From an optimization exercise on the open Yosys and OpenROAD flow, aimed at small area; shortcuts taken in it are not production practice. In this exercise RTL edits were held to simulation tests only and were not proved equivalent to the original. Power and IR drop assume default switching activity.

### constraint.sdc
create_clock -name core_clock -period 10.0 [get_ports {clk}]
set_input_delay 2.0000 -clock core_clock [delete_from_list [all_inputs] [get_ports {clk}]]
set_output_delay 2.0000 -clock core_clock [all_outputs]
set_load 0.01 [all_outputs]
### standard.sh
#!/bin/bash
# synth_recipe.tcl (not shown) runs the flow's synth.tcl, then flattens the netlist and writes it again
# the make line also repeats each setting of config.mk as NAME=value (left out here)
make -C /OpenROAD-flow-scripts/flow DESIGN_CONFIG=/design/flow/config.mk WORK_HOME=/design/flow/orfs CLKGATE_MAP_FILE= SYNTH_SCRIPT=/design/flow/synth_recipe.tcl "${@:-finish}"
### design.v
module rst_synch(RST_n,clk,rst_n);
input RST_n;
input clk;
output reg rst_n;
reg dff1;
always_ff @(negedge clk, negedge RST_n)begin
	if(!RST_n) begin
		dff1 <= 0;
		rst_n <= 0;
	end
	else begin
		dff1 <= 1;
		rst_n <= dff1;	
	end
end
endmodule	
module mtr_drv(clk,rst_n,cnt,lft_duty,right_duty,PWML,PWMR,DIRL,DIRR);
  input clk, rst_n;
  input [10:0] cnt;              
  input [11:0] lft_duty, right_duty;
  output logic PWML, PWMR;
  output DIRL, DIRR;
  assign DIRL = lft_duty[11];
  assign DIRR = right_duty[11];
  wire [10:0] abs_l = lft_duty[11] ? ~lft_duty[10:0] : lft_duty[10:0];
  wire [10:0] abs_r = right_duty[11] ? ~right_duty[10:0] : right_duty[10:0];
  wire ge_l, ge_r;
  rca #(11) iCL(.a(cnt),.b(~abs_l),.ci(1'b1),.s(),.co(ge_l));
  rca #(11) iCR(.a(cnt),.b(~abs_r),.ci(1'b1),.s(),.co(ge_r));
  always_ff @(posedge clk, negedge rst_n)
    if (!rst_n) begin
      PWML <= 1'b0;
      PWMR <= 1'b0;
    end else begin
      PWML <= ~ge_l;
      PWMR <= ~ge_r;
    end
endmodule
module IR_intf(clk,rst_n,pcnt,MISO,SS_n,SCLK,MOSI,IR_en,line_present,err_raw,err_vld,err_vld2);
  input clk, rst_n;
  input [10:0] pcnt;             
  input MISO;
  output SS_n, SCLK, MOSI;
  output logic IR_en;
  output logic line_present;
  output logic [10:0] err_raw;   
  output err_vld, err_vld2;      
  wire [3:0] m = pcnt[3:0];
  logic [9:0] fq;
  logic [4:0] fh;
  wire [9:0] fq_inc;
  wire [4:0] fh_inc;
  rca #(10) iFQ(.a(fq),.b(10'h000),.ci(1'b1),.s(fq_inc),.co());
  rca #(5) iFH(.a(fh),.b(5'h00),.ci(1'b1),.s(fh_inc),.co());
  wire round_end = (fh == 5'd27) && (fq == 10'd223);
  wire fq_hi = fq[9] & fq[5];             
  wire frame_end = fq_hi & (fh[0] ? fq[1] : fq[0]);
  always_ff @(posedge clk, negedge rst_n)
    if (!rst_n) begin
      fq <= 10'd68;
      fh <= 5'd28;
    end else if (round_end) begin
      fq <= 10'd68;
      fh <= 5'd28;
    end else if (frame_end) begin
      fq <= 10'd23;
      fh <= fh_inc;
    end else
      fq <= fq_inc;
  logic sclk_q;
  always_ff @(posedge clk)
    sclk_q <= round_end | frame_end | fh[4] | (fq_inc[9] & fq_inc[5]) | fq_inc[4];
  wire conv   = ~fh[4];                   
  wire [2:0] chnnl = fh[3:1];
  wire [4:0] bitf = fq[9:5];              
  assign SS_n = ~(conv & ~fq_hi);
  assign SCLK = sclk_q;
  assign MOSI = ((bitf == 5'd3) & chnnl[2]) | ((bitf == 5'd4) & chnnl[1]) | ((bitf == 5'd5) & chnnl[0]);
  wire u_start  = (fh == 5'd28) && (fq == 10'd68);     
  wire ir_vld   = (fh == 5'd15) && fq_hi && fq[0];        
  wire err_cap  = (fh == 5'd16) && (fq == 10'd30);
  assign err_vld  = (fh == 5'd16) && (fq == 10'd31);
  assign err_vld2 = (fh == 5'd16) && (fq == 10'd32);
  always_ff @(posedge clk, negedge rst_n)
    if (!rst_n)       IR_en <= 1'b0;
    else if (u_start) IR_en <= 1'b1;
    else if (ir_vld)  IR_en <= 1'b0;
  wire smpl = (fq[4:0] == 5'd15);
  logic MISO_smpl;
  always_ff @(posedge clk)
    if (smpl) MISO_smpl <= MISO;
  wire data_frm = conv & fh[0];
  wire data_bit = (bitf >= 5'd5) && (bitf <= 5'd16);
  logic ln_over, ln_ge;
  wire ln_en  = data_frm & data_bit & smpl;
  wire ln_msb = (bitf == 5'd5);
  wire ln_c   = (bitf != 5'd10);           
  wire ln_eq  = ln_msb | ~ln_ge;
  always_ff @(posedge clk) begin
    if (fh[4])
      ln_over <= 1'b0;
    else if (ln_en & ln_eq & ~MISO & ln_c & (chnnl != 3'd7))
      ln_over <= 1'b1;
    if (ln_en & ln_eq)
      ln_ge <= MISO & ~ln_c;
  end
  always_ff @(posedge clk, negedge rst_n)
    if (!rst_n)      line_present <= 1'b0;
    else if (ir_vld) line_present <= ln_over;
  logic [15:0] acc;
  logic cy;
  wire [3:0] pos_sum;
  rca #(4) iPS(.a(m),.b(bitf[3:0]),.ci(1'b0),.s(pos_sum),.co());
  wire inj = data_frm & data_bit & fq[4] & (pos_sum == {2'b00, chnnl[1:0]}) & MISO_smpl;
  wire sub = fh[0] ? ~fh[3] : ~(fh[3] ^ (fh[2:1] == 2'b00));
  wire a   = acc[0];
  wire s   = a ^ inj ^ cy;
  wire ap  = a ^ sub;
  wire co  = (ap & inj) | (ap & cy) | (inj & cy);
  wire clr = fh[4] & fh[3];
  always_ff @(posedge clk) begin
    acc <= {s & ~clr, acc[15:1]};
    cy  <= co & ~clr & (m != 4'd15);
  end
  always_ff @(posedge clk)
    if (err_cap)
      err_raw <= (acc[15] && ~&acc[14:10]) ? 11'h400 :
                 (~acc[15] && |acc[14:10]) ? 11'h3FF : acc[10:0];
endmodule
module rca #(parameter W = 8) (a, b, ci, s, co);
  input [W-1:0] a, b;
  input ci;
  output [W-1:0] s;
  output co;
  wire [W:0] c;
  assign c[0] = ci;
  genvar i;
  generate
    for (i = 0; i < W; i = i + 1) begin : bitn
      assign s[i] = a[i] ^ b[i] ^ c[i];
      assign c[i+1] = (a[i] & b[i]) | (a[i] & c[i]) | (b[i] & c[i]);
    end
  endgenerate
  assign co = c[W];
endmodule
module UART_wrapper(clk,rst_n,clr_cmd_rdy,RX,cmd_rdy,cmd);
  input clk, rst_n;
  input clr_cmd_rdy;
  input RX;
  output logic cmd_rdy;
  output [15:0] cmd;
  logic rx_ff1, rx_ff2;
  always_ff @(posedge clk, negedge rst_n)
    if (!rst_n) begin
      rx_ff1 <= 1'b1;
      rx_ff2 <= 1'b1;
    end else begin
      rx_ff1 <= RX;
      rx_ff2 <= rx_ff1;
    end
  logic [3:0] bit_cnt;
  logic [12:0] baud_lfsr;    
  logic [8:0] shift_reg;
  wire rx_idle = bit_cnt[3] & (bit_cnt[2] | (bit_cnt[1] & bit_cnt[0]));
  wire rdy     = (bit_cnt == 4'd11);
  wire start   = rx_idle & ~rx_ff2;
  wire shift   = &baud_lfsr;
  wire [3:0] bit_inc;
  rca #(4) iBI(.a(bit_cnt),.b(4'h0),.ci(1'b1),.s(bit_inc),.co());
  wire baud_fb = baud_lfsr[12] ^ baud_lfsr[4] ^ baud_lfsr[1] ^ baud_lfsr[0];
  always_ff @(posedge clk, negedge rst_n)
    if (!rst_n)       bit_cnt <= 4'd12;
    else if (rx_idle) bit_cnt <= start ? 4'd0 : 4'd12;
    else if (shift | (bit_cnt == 4'd10)) bit_cnt <= bit_inc;
  always_ff @(posedge clk)
    if (start)         baud_lfsr <= 13'h1535;
    else if (shift)    baud_lfsr <= 13'h0A87;
    else if (!rx_idle) baud_lfsr <= {baud_lfsr[11:0], baud_fb};
  always_ff @(posedge clk)
    if (shift) shift_reg <= {rx_ff2, shift_reg[8:1]};
  logic upper_st;
  logic [7:0] upper_byte;
  always_ff @(posedge clk)
    if (rdy & ~upper_st) upper_byte <= shift_reg[7:0];
  always_ff @(posedge clk, negedge rst_n)
    if (!rst_n)   upper_st <= 1'b0;
    else if (rdy) upper_st <= ~upper_st;
  always_ff @(posedge clk, negedge rst_n)
    if (!rst_n) cmd_rdy <= 1'b0;
    else if (rdy & upper_st) cmd_rdy <= 1'b1;
    else if (clr_cmd_rdy) cmd_rdy <= 1'b0;
  assign cmd = {upper_byte, shift_reg[7:0]};
endmodule
module cmd_proc(clk,rst_n,line_present,BMPL_n,BMPR_n,RX,go,err_opn,buzz);
  input clk, rst_n;
  input line_present;
  input BMPL_n, BMPR_n;
  input RX;
  output logic go;
  output [10:0] err_opn;         
  output buzz;
  logic cmd_rdy;
  logic [15:0] cmd;
  logic cap_cmd;
  UART_wrapper iUART(.clk(clk),.rst_n(rst_n),.clr_cmd_rdy(cap_cmd),.RX(RX),.cmd_rdy(cmd_rdy),.cmd(cmd));
  localparam [2:0] IDLE = 3'd0, LINE_PRESENT = 3'd1, OBSTRUCT = 3'd2, WAIT = 3'd3,
                   EDGE_DETECT = 3'd4, WAIT_SHORT = 3'd5, WAIT_LONG = 3'd6, WAIT_LINE_PRESENT = 3'd7;
  logic [2:0] state, nxt_state;
  logic buzz_en, nxt_cmd, rev1, rev2, veer, clr_opn, clr_tmr;
  logic [15:0] cmd_reg;
  logic last_veer_rght;
  logic [13:0] tmr_lo;
  logic [6:0] tmr_hi;
  logic buzz_q;                  
  wire bump = ~BMPR_n | ~BMPL_n;
  wire [1:0] cmd_2bit = cmd_reg[1:0];
  always_comb begin
    go = 1;
    buzz_en = 0;
    cap_cmd = 0;
    nxt_cmd = 0;
    rev1 = 0;
    rev2 = 0;
    veer = 0;
    clr_opn = 0;
    clr_tmr = 0;
    nxt_state = state;
    case (state)
      IDLE: begin
        go = 0;
        clr_tmr = 1;
        if (cmd_rdy && line_present) begin
          nxt_state = LINE_PRESENT;
          go = 1;
          cap_cmd = 1;
        end
      end
      LINE_PRESENT: begin
        clr_tmr = 1;
        if (~line_present && cmd_2bit == 2'b11) begin
          nxt_state = WAIT_SHORT;
          go = 0;
          rev1 = 1;
        end else if (~line_present && |cmd_2bit) begin
          nxt_state = WAIT_LINE_PRESENT;
          veer = 1;
        end else if (~line_present) begin
          go = 0;
          nxt_state = IDLE;
        end else
          nxt_state = OBSTRUCT;
      end
      OBSTRUCT: begin
        if (bump) begin
          nxt_state = WAIT;
          go = 0;
          buzz_en = 1;
        end else
          nxt_state = LINE_PRESENT;
      end
      WAIT: begin                
        go = 0;
        buzz_en = 1;
        if (tmr_hi[3]) nxt_state = EDGE_DETECT;
      end
      EDGE_DETECT: begin
        go = 0;
        buzz_en = 1;
        if (bump) begin
          nxt_state = LINE_PRESENT;
          go = 1;
        end
      end
      WAIT_SHORT: begin          
        if (tmr_hi[5] & tmr_hi[3]) begin
          nxt_state = WAIT_LONG;
          go = 0;
          rev2 = 1;
          clr_tmr = 1;
        end
      end
      WAIT_LONG: begin           
        if (tmr_hi[6]) begin
          nxt_state = WAIT_LINE_PRESENT;
          clr_opn = 1;
        end
      end
      default: begin             
        if (line_present) begin
          nxt_state = LINE_PRESENT;
          clr_opn = 1;
          nxt_cmd = 1;
        end
      end
    endcase
  end
  always_ff @(posedge clk, negedge rst_n)
    if (!rst_n) state <= IDLE;
    else        state <= nxt_state;
  wire [6:0] tmr_hi_inc;
  wire tmr_wrap = (tmr_lo == 14'h2000);
  wire tmr_fb = tmr_lo[13] ^ tmr_lo[11] ^ tmr_lo[1] ^ tmr_lo[0] ^ ~|tmr_lo[12:0];
  rca #(7) iTI(.a(tmr_hi),.b(7'h00),.ci(tmr_wrap),.s(tmr_hi_inc),.co());
  always_ff @(posedge clk)
    if (clr_tmr) begin
      tmr_lo <= 14'h0000;
      tmr_hi <= 7'h00;
    end else begin
      tmr_lo <= {tmr_lo[12:0], tmr_fb};
      tmr_hi <= tmr_hi_inc;
    end
  always_ff @(posedge clk, negedge rst_n)
    if (!rst_n) buzz_q <= 1'b0;
    else        buzz_q <= buzz_en;
  assign buzz = buzz_q & tmr_hi[0];
  always_ff @(posedge clk)
    if (cap_cmd)      cmd_reg <= cmd;
    else if (nxt_cmd) cmd_reg <= {2'b00, cmd_reg[15:2]};
  always_ff @(posedge clk, negedge rst_n)
    if (!rst_n)       last_veer_rght <= 1'b0;
    else if (nxt_cmd) last_veer_rght <= cmd_reg[0];
  logic opn_neg;
  logic [1:0] opn_mag;
  always_ff @(posedge clk, negedge rst_n)
    if (!rst_n) begin
      opn_neg <= 1'b0;
      opn_mag <= 2'd0;
    end else if (clr_opn) begin
      opn_neg <= 1'b0;
      opn_mag <= 2'd0;
    end else if (veer) begin
      opn_neg <= ~cmd_2bit[0];
      opn_mag <= 2'd1;
    end else if (rev1) begin
      opn_neg <= last_veer_rght;
      opn_mag <= 2'd2;
    end else if (rev2) begin
      opn_neg <= ~last_veer_rght;
      opn_mag <= 2'd3;
    end
  logic [5:0] opn_hi;
  always_comb
    case ({opn_neg, opn_mag})
      3'b0_01: opn_hi = 6'd26;           
      3'b1_01: opn_hi = 6'd38;           
      3'b0_10: opn_hi = 6'd15;           
      3'b1_10: opn_hi = 6'd49;           
      3'b0_11: opn_hi = 6'd28;           
      3'b1_11: opn_hi = 6'd36;           
      default: opn_hi = 6'd0;
    endcase
  assign err_opn = {opn_hi, 5'b00000};
endmodule
module PID(clk,rst_n,err_sat,err_vld,err_vld2,go,line_present,lft_spd,rght_spd);
  input clk, rst_n;
  input [10:0] err_sat;          
  input err_vld;
  input err_vld2;                
  input go;
  input line_present;
  output [11:0] lft_spd, rght_spd;
  logic [10:0] err_current, err_prev;
  logic [7:0]  D_diff_sat, D_diff_sat_piped;
  logic [15:0] integrator;
  logic line_1;
  logic [4:0] frwrd_q;           
  logic go_q;
  logic [11:0] pid_q;
  wire [4:0] frwrd_inc;
  rca #(5) iFI(.a(frwrd_q),.b(5'h00),.ci(1'b1),.s(frwrd_inc),.co());
  wire [4:0] frwrd = ~go_q ? 5'd0 :
                     (err_vld2 && !(frwrd_q[4] & frwrd_q[3])) ? frwrd_inc : frwrd_q;
  wire moving = frwrd[4] | frwrd[3] | (frwrd[2] & (frwrd[1] | frwrd[0]));    
  always_ff @(posedge clk, negedge rst_n)
    if (!rst_n) frwrd_q <= 5'd0;
    else        frwrd_q <= frwrd;
  always_ff @(posedge clk)
    go_q <= go;
  always_ff @(posedge clk)
    line_1 <= line_present;
  always_ff @(posedge clk)
    if (err_vld) begin
      err_current <= err_sat;
      err_prev <= err_current;
    end
  wire [10:0] D_diff_n, D_diff;
  rca #(11) iDD(.a(~err_sat),.b(err_prev),.ci(1'b0),.s(D_diff_n),.co());
  assign D_diff = ~D_diff_n;
  always_ff @(posedge clk) begin
    D_diff_sat <= (D_diff[10] && (D_diff[9:7] != 3'b111)) ? 8'h80 :
                  (~D_diff[10] && |D_diff[9:7]) ? 8'h7F : D_diff[7:0];
    D_diff_sat_piped <= D_diff_sat;
  end
  wire [15:0] err_ext = {{5{err_current[10]}}, err_current};
  wire [15:0] add_result;
  rca #(16) iIA(.a(err_ext),.b(integrator),.ci(1'b0),.s(add_result),.co());
  wire over = (err_ext[15] == integrator[15]) && (add_result[15] != integrator[15]);
  always_ff @(posedge clk)
    if (~go || ~moving || (line_present & ~line_1))
      integrator <= 16'h0000;
    else if (~over && err_vld2)
      integrator <= add_result;
  wire [14:0] P_term, PI_term, D_term, PID;
  rca #(15) iP(.a({{2{err_sat[10]}}, err_sat, 2'b00}),.b({{3{err_sat[10]}}, err_sat, 1'b0}),.ci(1'b0),.s(P_term),.co());
  rca #(15) iPI(.a(P_term),.b({5'b0, integrator[15:6]}),.ci(1'b0),.s(PI_term),.co());
  rca #(15) iD(.a({D_diff_sat_piped[7], D_diff_sat_piped, 6'b0}),.b(~{{4{D_diff_sat_piped[7]}}, D_diff_sat_piped, 3'b0}),.ci(1'b1),.s(D_term),.co());
  rca #(15) iPID(.a(PI_term),.b(D_term),.ci(1'b0),.s(PID),.co());
  always_ff @(posedge clk, negedge rst_n)
    if (!rst_n)              pid_q <= 12'h000;
    else if (moving && go)   pid_q <= PID[14:3];
    else                     pid_q <= 12'h000;
  wire [11:0] fw = {2'b00, frwrd_q, 5'b00000};
  rca #(12) iL(.a(fw),.b(pid_q),.ci(1'b0),.s(lft_spd),.co());
  wire [11:0] rght_n;
  rca #(12) iR(.a(~fw),.b(pid_q),.ci(1'b0),.s(rght_n),.co());
  assign rght_spd = ~rght_n;
endmodule
module MazeRunner(clk,RST_n,SS_n,MOSI,MISO,SCLK,PWMR,PWML,
                  DIRR,DIRL,IR_EN,BMPL_n,BMPR_n,buzz,
                  buzz_n,RX,LED);
  input clk;             
  input RST_n;           
  output SS_n;           
  output MOSI;           
  output SCLK;           
  input MISO;            
  output PWMR;           
  output PWML;           
  output DIRR;           
  output DIRL;           
  output IR_EN;          
  input BMPL_n;          
  input BMPR_n;          
  output buzz;           
  output buzz_n;
  input RX;              
  output [7:0] LED;      
  wire rst_n;
  wire line_present, err_vld, err_vld2, go;
  wire [10:0] err_raw, err_opn, err_sat;
  wire [11:0] lft_spd, rght_spd;
  rst_synch iRST(.clk(clk),.RST_n(RST_n),.rst_n(rst_n));
  logic [10:0] pcnt;
  wire [10:0] pcnt_inc;
  rca #(11) iPC(.a(pcnt),.b(11'h000),.ci(1'b1),.s(pcnt_inc),.co());
  always_ff @(posedge clk, negedge rst_n)
    if (!rst_n) pcnt <= 11'h000;
    else        pcnt <= pcnt_inc;
  IR_intf iIR(.clk(clk),.rst_n(rst_n),.pcnt(pcnt),.MISO(MISO),.SS_n(SS_n),.SCLK(SCLK),.MOSI(MOSI),
              .IR_en(IR_EN),.line_present(line_present),.err_raw(err_raw),.err_vld(err_vld),.err_vld2(err_vld2));
  cmd_proc icmd(.clk(clk),.rst_n(rst_n),.line_present(line_present),.BMPL_n(BMPL_n),.BMPR_n(BMPR_n),
                .RX(RX),.go(go),.err_opn(err_opn),.buzz(buzz));
  assign buzz_n = ~buzz;
  assign err_sat = line_present ? err_raw : err_opn;
  PID iPID(.clk(clk),.rst_n(rst_n),.err_sat(err_sat),.err_vld(err_vld),.err_vld2(err_vld2),.go(go),
           .line_present(line_present),.lft_spd(lft_spd),.rght_spd(rght_spd));
  mtr_drv imtr(.clk(clk),.rst_n(rst_n),.cnt(pcnt),.lft_duty(lft_spd),.right_duty(rght_spd),
               .PWML(PWML),.PWMR(PWMR),.DIRL(DIRL),.DIRR(DIRR));
  assign LED = 8'h00;
endmodule
### flow/run.sh
#!/bin/bash
# Own flow: the standard layout, with synthesis mapped for area by ABC
# (no full-adder cell extraction: ABC maps the adders too).
# Synthesis runs first with flow/synth_area.tcl (the standard flow's synthesis script
# with a different ABC script); standard.sh then runs the remaining steps
# from the synthesized netlist.  Each tool's output goes to its own log.
set -euo pipefail
W=$(pwd)
make -C "$FLOW_HOME" DESIGN_CONFIG="$W/config.mk" WORK_HOME="$W/orfs" CLKGATE_MAP_FILE= \
  SYNTH_SCRIPT="$W/flow/synth_area.tcl" ADDER_MAP_FILE= synth > "$W/synth.log" 2>&1
# clock tree: clkbuf_8 leaves over clusters of up to 16 registers, no
# dummy loads
export CTS_ARGS="-sink_clustering_enable -repair_clock_nets -sink_clustering_size 16 -sink_clustering_max_diameter 60 -buf_list sky130_fd_sc_hd__clkbuf_8 -dont_use_dummy_load"
# every port still gets a buffer, the smallest one
export BUFFER_PORTS_ARGS="-buffer_cell sky130_fd_sc_hd__buf_1"
bash "$W/standard.sh" finish > "$W/layout.log" 2>&1
test -s "$W/out/final.def"
### flow/synth_area.tcl
# The standard synthesis script (synth_recipe.tcl), with the ABC step
# mapping for area: same passes, same registers; only the combinational
# mapping script differs.
set area_script [file join [file dirname [file normalize [info script]]] abc_area.script]
proc synth {args} { yosys synth -nofsm -noshare {*}$args }
proc abc {args} {
  global area_script
  set i [lsearch $args -script]
  if {$i >= 0} {
    set args [lreplace $args $i [expr {$i + 1}] -script $area_script]
  }
  yosys abc {*}$args
}
source $::env(SCRIPTS_DIR)/synth.tcl
# left out here: clear keep_hierarchy, flatten, clean up, hide names made inside functions, write 1_2_yosys.v
### config.mk
export PLATFORM = sky130hd
export DESIGN_NAME = MazeRunner
export DESIGN_NICKNAME = MazeRunner
export VERILOG_FILES = /design/flow/design.v
export SDC_FILE = /design/flow/constraint.sdc
export NUM_CORES = 4
export LEC_CHECK = 0
export CAP_MARGIN = 20
export CORE_MARGIN = 2
export CORE_UTILIZATION = 65
export CTS_BUF_LIST = sky130_fd_sc_hd__clkbuf_8
export CTS_CLUSTER_DIAMETER = 60
export CTS_CLUSTER_SIZE = 16
export PLACE_DENSITY = 0.75
export SLEW_MARGIN = 20
### flow/abc_area.script
strash
dc2
dc2
balance
rewrite
refactor
balance
rewrite
rewrite -z
balance
refactor -z
rewrite -z
balance
dch -f
amap
topo
dnsize -c
==> results.py, run 1 <==
metrics = {
    "worst_setup_path": {
        "timing.critical_path.cells": "buf_1",
        "critPathMaxFanout": 2,
        "timing.critical_path.buf_inv": 1,
        "critical_path_class": "in -> async",
        "crit_path_top_delay_cell": "sky130_fd_sc_hd__buf_1",
        "critPathLaunchType": "primary input",
        "cp_delay_by_family_top": "buffers and inverters",
        "cp.arrival_ns": 2.12,
        "required_ns": 5.81,
        "timing.critical_path.to_type": "async pin",
        "slowest_delay_ns": 0.12,
    },
    "cts": {
        "cts_made_buffers": 18,
        "post_cts.repair.setup_buffers": 0,
        "cts_num_sinks": 220,
        "holdBufCountCts": 0,
        "htreeDepth": 1,
        "cts.root.buffer_cell": "sky130_fd_sc_hd__clkbuf_8",
        "path_clk_slew_ns": 0.07,
        "post_cts.resized_instances": 0,
        "clock_insertion_delay_at_the_later_pin_of_the_skew_report_ns": 0.53,
        "ctsLongestPathBuffers": 3,
        "cts_tree": "yes",
    },
    "sta": {
        "maximum_operating_frequency_mhz": 159,
        "finClkSkew_ns": 0.0343,
        "final-setup-viol-count": 0,
        "final_period_minus_worst_setup_slack_ns": 6.31,
        "worst_max_slew_pin_slew_ns": 0.988,
        "timing.slew.headroom": 0.335,
        "final_min_period_over_clock_period": 0.631,
        "setup_tns_ns": 0,
        "rsz0062_at_grt": "no",
        "slew_violations": 0,
        "hold_viol": 0,
    },
    "floorplanning": {
        "number_of_top_level_design_ports": 24,
        "core-area_um2": 15800,
        "die_width_um": 131,
        "height_of_the_die_um": 131,
        "core.rowCount": 46,
        "die-area_um2": 17200,
        "initial_utilization": 0.662,
    },
    "synth": {
        "syn_inst": 1261,
        "number_of_library_cell_types_mapped_by_synthesis": 52,
        "synth-warning-count": 7,
        "post-synth-top-area-cell": "sky130_fd_sc_hd__edfxtp_1",
        "combinational_family_with_the_most_area_after_synthesis": "compound AO/OA/AOI/OAI gates",
        "ys_seq_elements": 220,
        "synth-simple-area-share": 0.182,
        "synth-xor-area-share": 0.00167,
        "synth-adder-area-share": 0,
        "synth_top_flop_cell": "sky130_fd_sc_hd__dfxtp_1",
        "synth_area_um2": 10500,
        "synth_top_area_share": 0.195,
        "synth.area.mux_share": 0,
        "synth.top_cells.by_area": "sky130_fd_sc_hd__edfxtp_1 19%, sky130_fd_sc_hd__dfxtp_1 17%, sky130_fd_sc_hd__dfrtp_1 13%",
        "synth_compound_gate_area_share": 0.236,
        "synth_common_cells": "291 x sky130_fd_sc_hd__nor2_1, 157 x sky130_fd_sc_hd__clkinv_1, 145 x sky130_fd_sc_hd__a21oi_1",
        "ys_seq_area_frac": 0.517,
        "post-synth-top-count-cell": "sky130_fd_sc_hd__nor2_1",
        "post_synth.cell_area_avg_um2": 8.31,
        "synth_edf_count": 68,
        "ys_async_sr_fraction": 0.295,
    },
    "layout": {
        "final_design_area_no_fill_um2": 11100,
        "antenna_cells_inserted": 0,
        "syn_to_final_growth_pct": 5.84,
        "drive_gt1_frac": 0.0285,
        "filler_cell_count": 1289,
        "layout_nets": 1307,
    },
    "global_route": {
        "grt_antenna_before_repair": 0,
        "pin_count_of_the_biggest_net_entering_global_routing": 64,
        "grt.total_usage": 0.247,
        "global_route.overflow_total": 0,
        "global_route_wire_length_before_repair_um": 34300,
        "vias_in_the_first_global_route": 7416,
    },
    "drt": {
        "drc": 0,
        "dr.first_iter.drc_count": 529,
        "wirelength_um": 21000,
        "detail_route.wl_per_cell_um": 13.9,
        "drt-pass1-iter-count": 8,
        "num_vias": 8642,
        "postRouteAntennaNets": 0,
        "viasPerCell": 5.70,
    },
    "placed_design": {
        "routabilityCongestion": 0.916,
        "placed_area_um2": 10800,
        "dpl.hpwl_um": 15300,
        "port_buffers": 15,
    },
    "power": {
        "worst_ir_drop_vdd_uv": 98.5,
        "cellPowerDensity_nw_per_um2": 123,
        "static-leakage-power_nw": 3.97,
    },
    "min_path": {
        "holdCritPathClass": "reg -> reg",
    },
    "flow_run": {
        "max-cap-violations": 0,
    },
    "outcome": {
        "run_status": "timing/DRC/antenna clean",
    },
}
==> final cells by class <==
type,instances,area [um2],area share
Tap cell,216,270,0.0244
Inverter,157,589,0.0531
Timing Repair Buffer,22,109,0.00981
Multi-Input combinational cell,882,4460,0.402
Clock buffer,18,248,0.0223
Sequential cell,220,5420,0.489
==> final timing paths <==
check / cells past startpoint / start / endpoint / slack (ns)
max in group core_clock: 30 / iIR.line_present$_DFFE_PN0P_ / iPID.pid_q[11]$_DFF_PN0_ / 3.73
worst min register to register: 0 / iRST.dff1$_DFF_NN0_ / iRST.rst_n$_DFF_NN0_ / 0.30
min in group asynchronous: 1 / iRST.rst_n$_DFF_NN0_ / iIR.fh[1]$_DFFE_PN0P_ / 5.45
worst min-delay path: 0 / iRST.dff1$_DFF_NN0_ / iRST.rst_n$_DFF_NN0_ / 0.30
worst max register to register: 30 / iIR.line_present$_DFFE_PN0P_ / iPID.pid_q[11]$_DFF_PN0_ / 3.73
worst max-delay path: 1 / RST_n / iRST.rst_n$_DFF_NN0_ / 3.69
==> through the flow <==
stage / util / std cells / power (W) / worst slack (ns) / hold WS, ns
after floorplan: - / 1268 / 0.000947 / 3.00 / 0.292
after global placement: 0.685 / 1497 / 0.000948 / 3.17 / 0.303
after detailed placement: 0.685 / 1497 / 0.000948 / 3.15 / 0.306
after CTS: 0.700 / 1515 / 0.00137 / 3.70 / 0.307
after global routing: 0.701 / 1515 / 0.00140 / 2.81 / 0.319
final: 0.701 / 1515 / 0.00136 / 3.69 / 0.301
==> metal layers <==
metal	routed length, um	share of wire	track usage	up-vias
met5	0	0	0	-
met4	267	0.013	0.0476	0
met3	1040	0.049	0.0423	23
met2	9420	0.45	0.392	174
met1	10300	0.49	0.364	3936
li1	-	-	-	4509
==> worst register-to-register path: cells and delay by family, from the launching register on <==
kind | cells | cell delay [ns]
AO/OA/AOI/OAI | 13 | 2.59
flip-flops | 1 | 0.69
AND/OR/NAND/NOR | 15 | 2.18
buffers and inverters | 2 | 0.72
==> report_power, final <==
part	switching (W)	total [W]	internal, W
registers	0.000000483	0.000919	0.000919
clock network	0.000271	0.000433	0.000162
logic	0.00000778	0.00000896	0.00000118
==> kinds of logic after synthesis <==
kind of cell / after synthesis
xor gates and xnor gates: 2
other: 2
and+or+nand+nor: 461
AOI/OAI and AO/OA: 410
buffers and inverters: 166
DFF: 220
==> placed cells by master, fill, tap and decap left out, drive strengths merged, types with 11 or more instances in the layout <==
cell type  count
nor2b         20
dfxtp         87
o22a          15
o22ai         51
nor2         291
nor3          20
clkinv       157
a211oi        16
dfrtp         54
nand2         87
o21ai        110
edfxtp        68
a21oi        145
clkbuf        18
o21a          11
buf           22
==> run 2: changes to the inputs <==
--- a/flow/run.sh
+++ b/flow/run.sh
@@ -10,7 +10,7 @@
   SYNTH_SCRIPT="$W/flow/synth_area.tcl" ADDER_MAP_FILE= synth > "$W/synth.log" 2>&1
 # clock tree: clkbuf_8 leaves over clusters of up to 16 registers, no
 # dummy loads
-export CTS_ARGS="-sink_clustering_enable -repair_clock_nets -sink_clustering_size 16 -sink_clustering_max_diameter 60 -buf_list sky130_fd_sc_hd__clkbuf_8 -dont_use_dummy_load"
+export CTS_ARGS="-sink_clustering_enable -repair_clock_nets -sink_clustering_size 10 -sink_clustering_max_diameter 40 -buf_list sky130_fd_sc_hd__clkbuf_4 -dont_use_dummy_load"
 # every port still gets a buffer, the smallest one
 export BUFFER_PORTS_ARGS="-buffer_cell sky130_fd_sc_hd__buf_1"
 bash "$W/standard.sh" finish > "$W/layout.log" 2>&1
==> run 2 against run 1 <==
Utilization grew 0.063 points. Clock power is essentially flat. Hold slack is essentially flat. Wire length grew 1.4%. Sequential power is essentially flat. Die area is the same. Global-route usage grew 0.55 points. Maximum frequency shrank 1.5%. Design area is essentially flat. Register-to-register slack lost 0.096 ns.
==> results.py, run 2 <==
metrics = {
    "drt": {
        "postRouteAntennaNets": 0,
        "drc": 0,
        "dr.first_iter.drc_count": 627,
        "detail_route.wl_per_cell_um": 13.9,
        "drt-pass1-iter-count": 5,
        "wirelength_um": 21300,
        "viasPerCell": 5.70,
        "num_vias": 8735,
    },
    "worst_setup_path": {
        "worst-r2r-cell-count": 30,
        "required_ns": 10.51,
        "critPathLaunchType": "flip-flop",
        "crit_path_top_delay_cell": "sky130_fd_sc_hd__dfrtp_1",
        "slowest_delay_ns": 0.67,
        "critPathMaxFanout": 14,
        "cp.arrival_ns": 6.88,
        "critical_path_class": "reg -> reg",
        "r2r_start": "iIR.line_present$_DFFE_PN0P_",
        "timing.critical_path.to_type": "flip-flop",
        "timing.critical_path.from": "iIR.line_present$_DFFE_PN0P_",
        "crit_path_frequent_cell": "sky130_fd_sc_hd__nor2_1",
    },
    "min_path": {
        "holdCritPathClass": "reg -> reg",
        "min-delay-start": "iRST.dff1$_DFF_NN0_",
        "hold_path_depth": 0,
    },
    "cts": {
        "holdBufCountCts": 0,
        "path_clk_slew_ns": 0.08,
        "post_cts.repair.setup_buffers": 0,
        "cts_made_buffers": 34,
        "cts.root.buffer_cell": "sky130_fd_sc_hd__clkbuf_4",
        "ctsLongestPathBuffers": 3,
        "cts_num_sinks": 220,
        "post_cts.resized_instances": 0,
        "clock_insertion_delay_at_the_later_pin_of_the_skew_report_ns": 0.62,
        "cts_tree": "yes",
        "htreeDepth": 2,
    },
    "power": {
        "p_clk_frac": 0.318,
        "proportion_of_power_drawn_by_combinational_gates": 0.007,
        "static-leakage-power_nw": 4.00,
        "power_report.internal_total_w": 0.00108,
        "worst_ir_drop_vdd_uv": 98.9,
        "p_seq_frac": 0.675,
        "switching_share": 0.209,
        "cellPowerDensity_nw_per_um2": 123,
        "switching_power_w": 0.000285,
    },
    "synth": {
        "synth_area_um2": 10500,
        "ys_seq_elements": 220,
        "syn_inst": 1261,
        "post_synth.cell_area_avg_um2": 8.31,
        "synth_edf_count": 68,
        "synth_top_area_share": 0.195,
        "synth.top_cells.by_area": "sky130_fd_sc_hd__edfxtp_1 19%, sky130_fd_sc_hd__dfxtp_1 17%, sky130_fd_sc_hd__dfrtp_1 13%",
        "ys_seq_area_frac": 0.517,
        "synth-warning-count": 7,
        "synth_common_cells": "291 x sky130_fd_sc_hd__nor2_1, 157 x sky130_fd_sc_hd__clkinv_1, 145 x sky130_fd_sc_hd__a21oi_1",
        "ys_async_sr_fraction": 0.295,
        "post-synth-top-area-cell": "sky130_fd_sc_hd__edfxtp_1",
        "post-synth-top-count-cell": "sky130_fd_sc_hd__nor2_1",
        "synth_top_flop_cell": "sky130_fd_sc_hd__dfxtp_1",
        "number_of_library_cell_types_mapped_by_synthesis": 52,
    },
    "placed_design": {
        "routabilityCongestion": 0.916,
        "placed_cells_incl_taps": 1497,
        "port_buffers": 15,
        "dpl.hpwl_um": 15300,
        "placed_area_um2": 10800,
    },
    "floorplanning": {
        "core-area_um2": 15800,
        "core.rowCount": 46,
        "height_of_the_die_um": 131,
        "number_of_top_level_design_ports": 24,
        "die-area_um2": 17200,
        "die_width_um": 131,
        "initial_utilization": 0.662,
    },
    "sta": {
        "holdWs_ns": 0.300,
        "setup_tns_ns": 0,
        "finClkSkew_ns": 0.0801,
        "hold_viol": 0,
        "final-setup-viol-count": 0,
        "rsz0062_at_grt": "no",
        "final_period_minus_worst_setup_slack_ns": 6.37,
        "timing.slew.headroom": 0.357,
        "maximum_operating_frequency_mhz": 157,
        "worst_max_slew_pin_slew_ns": 0.955,
        "slew_violations": 0,
        "final_min_period_over_clock_period": 0.637,
    },
    "layout": {
        "post_route_non_filler_standard_cell_count": 1532,
        "final_design_area_no_fill_um2": 11100,
        "layout.cells.most_common": "sky130_fd_sc_hd__nor2_1",
        "final_util": 0.702,
        "syn_to_final_growth_pct": 5.93,
        "layout.cells.most_common_list": "290 x sky130_fd_sc_hd__nor2_1, 157 x sky130_fd_sc_hd__clkinv_1, 145 x sky130_fd_sc_hd__a21oi_1",
        "drive_gt1_frac": 0.0403,
        "layout_nets": 1323,
    },
    "global_route": {
        "grt_antenna_before_repair": 1,
        "global_route_wire_length_before_repair_um": 34800,
        "grt.total_usage": 0.253,
        "global_route.overflow_total": 0,
        "vias_in_the_first_global_route": 7564,
        "pin_count_of_the_biggest_net_entering_global_routing": 64,
    },
    "flow_run": {
        "max-cap-violations": 0,
    },
    "outcome": {
        "run_status": "timing/DRC/antenna clean",
    },
}
-- run 2: cell counts after synthesis --
Identical to the previous run, type by type.
-- run 2: metrics by stage --
stage	total power, W	setup slack [ns]
floorplan	0.000947	3.00
global placement	0.000948	3.17
detailed placement	0.000948	3.15
CTS	0.00138	3.75
global route	0.00142	2.79
finish	0.00136	3.63
-- run 2: power by group through the flow --
stage,combinational (W),clock [W],sequential [W]
finish,0.00000893,0.000433,0.000920
floorplan,0.00000472,0,0.000942
global route,0.0000106,0.000488,0.000920
detailed placement,0.00000940,0,0.000939
CTS,0.00000940,0.000453,0.000920
global placement,0.00000924,0,0.000939
-- run 2: routing by layer --
layer  global-route usage  wire length (um)
met5                    0                 0
met4               0.0720               357
met3               0.0476              1180
met2                0.392              9460
met1                0.366             10300
-- run 2: critical path: cells and delay by family, from the launching register on --
family / cells / cell delay (ns)
AOI/OAI and AO/OA: 13 / 2.65
and+or+nand+nor: 15 / 2.24
buffers and inverters: 2 / 0.75
DFF: 1 / 0.67
-- run 2: layout make-up --
class	count	area, um2
Tap cell	216	270
Clock buffer	34	255
Multi-Input combinational cell	882	4460
Fill cell	1286	4720
Timing Repair Buffer	22	109
Inverter	157	589
Antenna cell	1	2.50
Sequential cell	220	5420
-- run 2: logic make-up after synthesis --
| family | Yosys count | share of synthesized area |
|---|---|---|
| xor gates and xnor gates | 2 | 0.00167 |
| buffers and inverters | 166 | 0.0623 |
| AOI/OAI and AO/OA | 410 | 0.236 |
| other | 2 | 0.000716 |
| and+or+nand+nor | 461 | 0.182 |
| DFF | 220 | 0.517 |
-- run 2: final timing paths --
check,endpoint,slack (ns)
setup / recovery,iPID.pid_q[11]$_DFF_PN0_,3.63
hold / removal,iRST.rst_n$_DFF_NN0_,0.30
setup reg to reg,iPID.pid_q[11]$_DFF_PN0_,3.63
hold reg to reg,iRST.rst_n$_DFF_NN0_,0.30
max in group asynchronous,iRST.dff1$_DFF_NN0_,3.72
min in group asynchronous,iIR.fh[1]$_DFFE_PN0P_,5.43
==> run 3: changes to the inputs <==
--- a/flow/run.sh
+++ b/flow/run.sh
@@ -10,7 +10,7 @@
   SYNTH_SCRIPT="$W/flow/synth_area.tcl" ADDER_MAP_FILE= synth > "$W/synth.log" 2>&1
 # clock tree: clkbuf_8 leaves over clusters of up to 16 registers, no
 # dummy loads
-export CTS_ARGS="-sink_clustering_enable -repair_clock_nets -sink_clustering_size 10 -sink_clustering_max_diameter 40 -buf_list sky130_fd_sc_hd__clkbuf_4 -dont_use_dummy_load"
+export CTS_ARGS="-sink_clustering_enable -repair_clock_nets -sink_clustering_size 30 -sink_clustering_max_diameter 60 -buf_list sky130_fd_sc_hd__clkbuf_16 -dont_use_dummy_load"
 # every port still gets a buffer, the smallest one
 export BUFFER_PORTS_ARGS="-buffer_cell sky130_fd_sc_hd__buf_1"
 bash "$W/standard.sh" finish > "$W/layout.log" 2>&1
==> run 3 against run 2 <==
Sequential cell count is the same. Synthesized cell count is the same. Register-to-register slack gained 0.02 ns. Setup slack gained 0.021 ns. Sequential share of layout area shrank 0.51 points. Wire length shrank 2.0%. Design area grew 1.1%. Critical path depth is the same. Non-clock buffer count is the same. Global-route usage shrank 0.66 points. Cell count shrank 1.3%. First-iteration DRC count shrank 6.5%. Critical path type unchanged. Largest cell class unchanged. Largest power group unchanged. Highest routed layer unchanged.
==> results.py, run 3 <==
metrics = {
    "sta": {
        "finClkSkew_ns": 0.0491,
        "worst_max_slew_pin_slew_ns": 0.988,
        "slew_violations": 0,
        "final-setup-viol-count": 0,
        "final_min_period_over_clock_period": 0.634,
        "hold_viol": 0,
        "timing.slew.headroom": 0.336,
        "final_period_minus_worst_setup_slack_ns": 6.34,
        "rsz0062_at_grt": "no",
        "setup_tns_ns": 0,
        "maximum_operating_frequency_mhz": 158,
    },
    "drt": {
        "drt-pass1-iter-count": 5,
        "drc": 0,
        "detail_route.wl_per_cell_um": 13.8,
        "postRouteAntennaNets": 0,
        "wirelength_um": 20900,
        "num_vias": 8552,
        "dr.first_iter.drc_count": 586,
        "viasPerCell": 5.66,
    },
    "cts": {
        "clock_insertion_delay_at_the_later_pin_of_the_skew_report_ns": 0.49,
        "htreeDepth": 1,
        "cts_made_buffers": 15,
        "cts_num_sinks": 220,
        "ctsLongestPathBuffers": 3,
        "holdBufCountCts": 0,
        "post_cts.resized_instances": 0,
        "path_clk_slew_ns": 0.08,
        "cts_tree": "yes",
        "post_cts.repair.setup_buffers": 0,
        "cts.root.buffer_cell": "sky130_fd_sc_hd__clkbuf_16",
    },
    "global_route": {
        "pin_count_of_the_biggest_net_entering_global_routing": 64,
        "global_route.overflow_total": 0,
        "grt_antenna_before_repair": 0,
        "vias_in_the_first_global_route": 7435,
        "grt.total_usage": 0.246,
        "global_route_wire_length_before_repair_um": 34300,
    },
    "worst_setup_path": {
        "regToRegSetupSlack_ns": 3.66,
        "crit_path_frequent_cell": "sky130_fd_sc_hd__nor2_1",
        "critPathMaxFanout": 14,
        "slowest_delay_ns": 0.67,
        "crit_path_top_delay_cell": "sky130_fd_sc_hd__dfrtp_1",
        "critPathLaunchType": "flip-flop",
        "required_ns": 10.36,
        "timing.critical_path.to_type": "flip-flop",
        "critical_path_class": "reg -> reg",
        "cp.arrival_ns": 6.71,
    },
    "synth": {
        "post-synth-top-area-cell": "sky130_fd_sc_hd__edfxtp_1",
        "synth.top_cells.by_area": "sky130_fd_sc_hd__edfxtp_1 19%, sky130_fd_sc_hd__dfxtp_1 17%, sky130_fd_sc_hd__dfrtp_1 13%",
        "post-synth-top-count-cell": "sky130_fd_sc_hd__nor2_1",
        "synth_top_area_share": 0.195,
        "number_of_library_cell_types_mapped_by_synthesis": 52,
        "ys_seq_elements": 220,
        "post_synth.cell_area_avg_um2": 8.31,
        "synth_area_um2": 10500,
        "synth_common_cells": "291 x sky130_fd_sc_hd__nor2_1, 157 x sky130_fd_sc_hd__clkinv_1, 145 x sky130_fd_sc_hd__a21oi_1",
        "synth_edf_count": 68,
        "syn_inst": 1261,
        "synth_top_flop_cell": "sky130_fd_sc_hd__dfxtp_1",
        "ys_async_sr_fraction": 0.295,
        "synth-warning-count": 7,
        "ys_seq_area_frac": 0.517,
    },
    "outcome": {
        "run_status": "timing/DRC/antenna clean",
    },
    "floorplanning": {
        "die_width_um": 131,
        "initial_utilization": 0.662,
        "core.rowCount": 46,
        "height_of_the_die_um": 131,
        "number_of_top_level_design_ports": 24,
        "core-area_um2": 15800,
        "die-area_um2": 17200,
    },
    "placed_design": {
        "dpl.hpwl_um": 15300,
        "port_buffers": 15,
        "placed_area_um2": 10800,
        "placed_cells_incl_taps": 1497,
        "routabilityCongestion": 0.916,
    },
    "layout": {
        "filler_cell_count": 1269,
        "post_route_non_filler_standard_cell_count": 1512,
        "layout.cells.most_common": "sky130_fd_sc_hd__nor2_1",
        "layout_nets": 1304,
        "layout.cells.most_common_list": "290 x sky130_fd_sc_hd__nor2_1, 157 x sky130_fd_sc_hd__clkinv_1, 145 x sky130_fd_sc_hd__a21oi_1",
        "final_util": 0.709,
        "final_design_area_no_fill_um2": 11200,
        "antenna_cells_inserted": 0,
        "drive_gt1_frac": 0.0262,
        "syn_to_final_growth_pct": 7.05,
    },
    "power": {
        "cellPowerDensity_nw_per_um2": 131,
        "static-leakage-power_nw": 4.03,
        "worst_ir_drop_vdd_uv": 151,
        "power.total_w": 0.00147,
    },
    "flow_run": {
        "max-cap-violations": 0,
    },
    "min_path": {
        "holdCritPathClass": "reg -> reg",
    },
}
run 3: layout make-up:
type,instances,area (um2),area share
Sequential cell,220,5420,0.483
Tap cell,216,270,0.0241
Clock buffer,15,375,0.0334
Inverter,157,589,0.0525
Timing Repair Buffer,22,109,0.00970
Multi-Input combinational cell,882,4460,0.397
run 3: path summary, 6_finish.rpt:
check                                        startpoint                  endpoint  depth (start not counted)
min in group asynchronous          iRST.rst_n$_DFF_NN0_     iIR.fh[1]$_DFFE_PN0P_                          1
min reg2reg                         iRST.dff1$_DFF_NN0_      iRST.rst_n$_DFF_NN0_                          0
min                                 iRST.dff1$_DFF_NN0_      iRST.rst_n$_DFF_NN0_                          0
max reg2reg                iIR.line_present$_DFFE_PN0P_  iPID.pid_q[10]$_DFF_PN0_                         30
max in group asynchronous                         RST_n      iRST.rst_n$_DFF_NN0_                          1
max                        iIR.line_present$_DFFE_PN0P_  iPID.pid_q[10]$_DFF_PN0_                         30
run 3: cell families (layout without fill, tap and decap cells):
family                 count (synthesis)  in the layout  share of synthesized area
AND/OR/NAND/NOR                      461            461                      0.182
XOR/XNOR                               2              2                    0.00167
flip-flops                           220            220                      0.517
other                                  2              9                   0.000716
buffers and inverters                166            194                     0.0623
AO/OA/AOI/OAI                        410            410                      0.236
run 3: metal layers:
| metal | up-vias | routed length [um] | global-route usage |
|---|---|---|---|
| met5 | - | 0 | 0 |
| met4 | 0 | 271 | 0.0451 |
| met3 | 21 | 971 | 0.0358 |
| met2 | 181 | 9270 | 0.394 |
| met1 | 3848 | 10400 | 0.364 |
| li1 | 4502 | - | - |
run 3: worst max-delay path, delay by kind of cell, from the launching register on:
kind                   cells  cell delay, ns
buffers and inverters      2            0.72
AND/OR/NAND/NOR           15            2.21
flip-flops                 1            0.67
AO/OA/AOI/OAI             13            2.63
run 3: report_power, final:
group,total [W],internal (W),switching (W),leakage (nW)
Sequential,0.000920,0.000919,0.000000468,2.01
Clock,0.000543,0.000267,0.000275,0.185
Combinational,0.00000894,0.00000118,0.00000776,1.83
Total,0.00147,0.00119,0.000284,4.03
run 3: per-stage QoR:
| step | setup slack, ns | hold slack [ns] |
|---|---|---|
| floorplan | 3.00 | 0.292 |
| global placement | 3.17 | 0.303 |
| detailed placement | 3.15 | 0.306 |
| CTS | 3.67 | 0.306 |
| global route | 2.78 | 0.318 |
| finish | 3.66 | 0.300 |
